This design comes from an exercise in tuning for small area, a short achievable clock period and few clock cycles on the open sky130 flow, not from production work.
Only simulation tests tie the RTL to the original design; equivalence was not proved.

Setup of main:
==> flow/design.v <==
module stupid_NN_layer1(
input clk,
input reset_n,
input waitrequest,
input ready,
input readdatavalid,
input [15:0] readdata,
output chipselect,
output [1:0] byteenable,
output reg done,
output reg read_n,
output reg write_n,
output reg [15:0] writedata,
output [31:0] address
);
localparam [16:0] WB  = 17'h0E249;      
localparam [7:0]  PBH = 8'h52;          
localparam [7:0]  PLH = 8'h83;          
localparam [9:0]  NB  = 10'h151;        
localparam [9:0]  NE  = 10'h151 + 10'd198;
assign chipselect = 1'b1;
assign byteenable = 2'b11;
reg st_boot, st_idle, st_p, st_w, st_wr, st_done;
reg kc;                
reg rq, wq, dr, dr3;
reg wa_done, wb_done;  
reg [16:0] wa;         
reg [7:0]  ph;         
reg [9:0]  na;         
reg [1:0]  ret;        
reg [2:0]  out;        
reg [3:0]  msk;        
reg [4:0]  p0, p1;     
reg pv;                
reg pn;                
reg hd;                
reg [13:0] r0, r1;     
reg [5:0]  ta;         
reg [5:0]  sk;         
reg        skv;
reg        wclr;       
reg [23:1] ad;         
reg wi_q, wn_q;        
wire adv   = (rq | wq) & ~waitrequest;    
wire acc_r = rq & ~waitrequest;
wire rdv   = readdatavalid;
wire timer_end = wa[16] & wa[15] & wa[10] & wa[9] & wa[7] & wa[5];  
wire start = st_idle & ready;
wire node_end = (ph == PLH) & (wa[1:0] == 2'd0);
wire last_pair = (na == NE);
wire cap = out[2] & out[1];
wire pair_done = st_wr & (hd ? wa_done : wb_done);   
wire a_p  = (st_w & kc & ~node_end) | (pair_done & ~last_pair);
wire a_w  = st_p | (st_w & ~kc);
wire a_wr = (st_w & kc & node_end) | (st_wr & ~pair_done);
wire a_done = pair_done & last_pair;
wire [16:0] wa_inc = wa + 17'd1;
wire [16:0] wa_nx  = wa + 17'd196;
wire [7:0]  ph_inc = ph + 8'd1;
wire [9:0]  na_inc = na + 10'd1;
wire [23:1] ad_nx = st_p ? {6'h3C, wi_q ? wa_inc : wn_q ? wa_nx : wa} :
                    (st_w & ~kc) ? {6'h3C, wa_nx} :
                    {13'h0050, (wa[1:0] == 2'd3) ? ph_inc : ph, wa_inc[1:0]};
always @(posedge clk) begin
  if (!reset_n) begin
    st_boot <= 1'b1; st_idle <= 1'b0; st_p <= 1'b0; st_w <= 1'b0; kc <= 1'b0;
    st_wr <= 1'b0; st_done <= 1'b0; rq <= 1'b0; wq <= 1'b0;
    dr <= 1'b0; dr3 <= 1'b0; wa_done <= 1'b0; wb_done <= 1'b0;
    wi_q <= 1'b0; wn_q <= 1'b0;
  end else begin
    st_boot <= st_boot & ~timer_end;
    wi_q <= adv & st_w & kc;
    wn_q <= adv & pair_done;
    st_idle <= (st_idle & ~ready) | (st_done & ~ready) | (st_boot & timer_end);
    st_done <= adv ? a_done : st_done & ready;
    st_p  <= start | (adv ? a_p : st_p);
    st_w  <= adv ? a_w : st_w;
    kc    <= adv ? st_w & ~kc : kc;
    st_wr <= adv ? a_wr : st_wr;
    rq <= start | (adv ? (a_p | a_w) & ~cap : (st_p | st_w) & ~cap);
    dr <= st_wr & (out == 3'd0);
    dr3 <= st_wr & dr;
    wq <= (adv ? a_wr : st_wr) & dr3 & (hd ? ~wa_done : ~wb_done) & ~(adv & pair_done);
    if (adv & st_wr & ~pair_done) begin
      if (hd) wb_done <= 1'b1; else wa_done <= 1'b1;
    end else if (adv & pair_done) begin
      wa_done <= 1'b0; wb_done <= 1'b0;
    end
  end
end
always @(posedge clk) begin
  if (!reset_n) wa <= 17'd0;
  else if (st_idle) wa <= WB;
  else if (st_boot | wi_q) wa <= wa_inc;
  else if (wn_q) wa <= wa_nx;
  if (st_idle | (wi_q & node_end)) ph <= PBH;
  else if (wi_q & (wa[1:0] == 2'd3)) ph <= ph_inc;
  if (st_idle) na <= NB;
  else if (wn_q) na <= na + 10'd2;
  if (st_idle | (adv & pair_done)) ad <= {13'h0050, PBH, 2'b01};
  else if (st_wr) ad <= {13'h0026, hd ? na : na_inc};
  else if (adv) ad <= ad_nx;
  if (st_idle) ret <= 2'd0;
  else if (rdv) ret <= {ret == 2'd1, ret == 2'd0};
  if (st_boot | st_idle) out <= 3'd0;
  else if (rdv) out <= acc_r ? out : out - 3'd1;
  else out <= acc_r ? out + 3'd1 : out;
end
wire [15:0] ml = readdata & {{4{msk[3]}}, {4{msk[2]}}, {4{msk[1]}}, {4{msk[0]}}};
always @(posedge clk) if (rdv && ret == 2'd0)
  msk <= {|readdata[15:12], |readdata[11:8], |readdata[7:4], |readdata[3:0]};
always @(posedge clk) begin
  p0 <= {ml[3], ml[3:0]} + {ml[7], ml[7:4]};
  p1 <= {ml[11], ml[11:8]} + {ml[15], ml[15:12]};
  pv <= rdv & (ret != 2'd0);
  pn <= ret[1];
end
wire [5:0] term = {p0[4], p0} + {p1[4], p1};
always @(posedge clk) begin
  if (!reset_n) begin hd <= 1'b0; skv <= 1'b0; wclr <= 1'b0; end
  else begin hd <= ~hd; skv <= pv & (skv | (pn == hd)); wclr <= st_wr & adv; end
  sk <= term;
  ta <= skv ? sk : (pv & (pn != hd)) ? term : 6'd0;
  r0 <= wclr ? 14'd0 : r1;
  r1 <= st_boot ? 14'd0 : r0 + {{8{ta[5]}}, ta};
end
always @(*) begin
  done = st_done;
  read_n = ~rq;
  write_n = ~wq;
  writedata = {{2{r0[13]}}, r0};
end
assign address = {8'd0, ad, 1'b0};
endmodule
Settings: LEC_CHECK=0, ABC_CLOCK_PERIOD_IN_PS=2000, CAP_MARGIN=20, CORE_MARGIN=2, CORE_UTILIZATION=40, CTS_BUF_LIST=sky130_fd_sc_hd__clkbuf_4 sky130_fd_sc_hd__clkbuf_8, CTS_CLUSTER_DIAMETER=100, CTS_CLUSTER_SIZE=30, SETUP_SLACK_MARGIN=3.0, SLEW_MARGIN=20; clock period 5.0 ns.
standard.sh (not shown) runs the stock make flow with config.mk's settings and CLKGATE_MAP_FILE= SYNTH_SCRIPT=/design/flow/synth_recipe.tcl, a recipe that flattens the netlist after the stock synthesis.
==> flow/flow/run.sh <==
#!/bin/bash
set -e
export BUFFER_PORTS_ARGS="-buffer_cell sky130_fd_sc_hd__buf_2"
export CTS_ARGS="-sink_clustering_enable -repair_clock_nets -sink_clustering_size 30 -sink_clustering_max_diameter 100 -buf_list {sky130_fd_sc_hd__clkbuf_4 sky130_fd_sc_hd__clkbuf_8} -dont_use_dummy_load"
bash standard.sh > standard.log 2>&1
main reached the final stage; the timing, DRC and antenna checks on its layout passed.
Testbench counts of main, summed over its fixed seeds: cycles 1,434,329.
Input-level comparison between the feature branch and main:
--- a/flow/design.v
+++ b/flow/design.v
@@ -118,14 +118,14 @@
 wire [5:0] term = {p0[4], p0} + {p1[4], p1};
 always @(posedge clk) begin
   if (!reset_n) begin hd <= 1'b0; skv <= 1'b0; wclr <= 1'b0; end
   else begin hd <= ~hd; skv <= pv & (skv | (pn == hd)); wclr <= st_wr & adv; end
   sk <= term;
   ta <= skv ? sk : (pv & (pn != hd)) ? term : 6'd0;
-  r0 <= wclr ? 14'd0 : r1;
-  r1 <= st_boot ? 14'd0 : r0 + {{8{ta[5]}}, ta};
+  r0 <= (wclr | st_boot | st_idle) ? 14'd0 : r1;
+  r1 <= r0 + {{8{ta[5]}}, ta};
 end
 always @(*) begin
   done = st_done;
   read_n = ~rq;
   write_n = ~wq;
   writedata = {{2{r0[13]}}, r0};
Notes after the runs:
- Synthesized cell count of the feature branch is on par with main.
- Higher pre-CTS setup slack goes to the feature branch over main.
- [compare] base=main new=the feature branch: number of multi-input combinational cells in the layout lost 3, total wire length has decreased, clock insertion delay at the later pin of the skew report flat.
- Post-route worst setup slack (lower): main
- Against main as the reference, the feature branch delivers a higher largest clock skew in the final design.
- Fmax: the feature branch above main
- Sort the feature branch and main by hold slack desc -> top: main
- When the feature branch is set beside main, its total number of placement rows turns out to be 1 larger.
- The feature branch vs. main: non-clock buffer count saw a decrease; count of final setup violators saw little to no change.
Testbench counts of the feature branch, summed over its fixed seeds: cycles 1,434,329.

[separate check: timing with driven ports]
In the flow no input, the clock included, has a driving cell. The finished layouts below were timed again as built, in two steps. Step 1 sets driving cells, clkbuf_16 on the clock port and buf_2 on the other inputs (assumed; they add their load-dependent delay and slew). Step 2 adds t to the input delays and takes it off the output delays; t is the mean of the earliest and latest rising clock arrival at the registers after step 1. Input paths then give back, and output paths get back, about the clock's delay inside the block. a / b / c = no drivers / after step 1 / after step 2; a / b = the first two.
run	t, ns	setup WS [ns]	hold WS [ns]	slew at the worst register clock pin (ns)	pins driven straight from the clock port
main	0.467	2.847 / 2.847 / 2.625	0.400 / 0.400 / 0.400	0.08 / 0.08	1
the feature branch	0.458	3.020 / 3.010 / 2.580	0.393 / 0.393 / 0.393	0.08 / 0.08	1
After both steps every run listed still meets setup and hold. The setup slack of the feature branch, which loses most, moves by -0.010 ns with the drivers and by -0.440 ns with both steps.
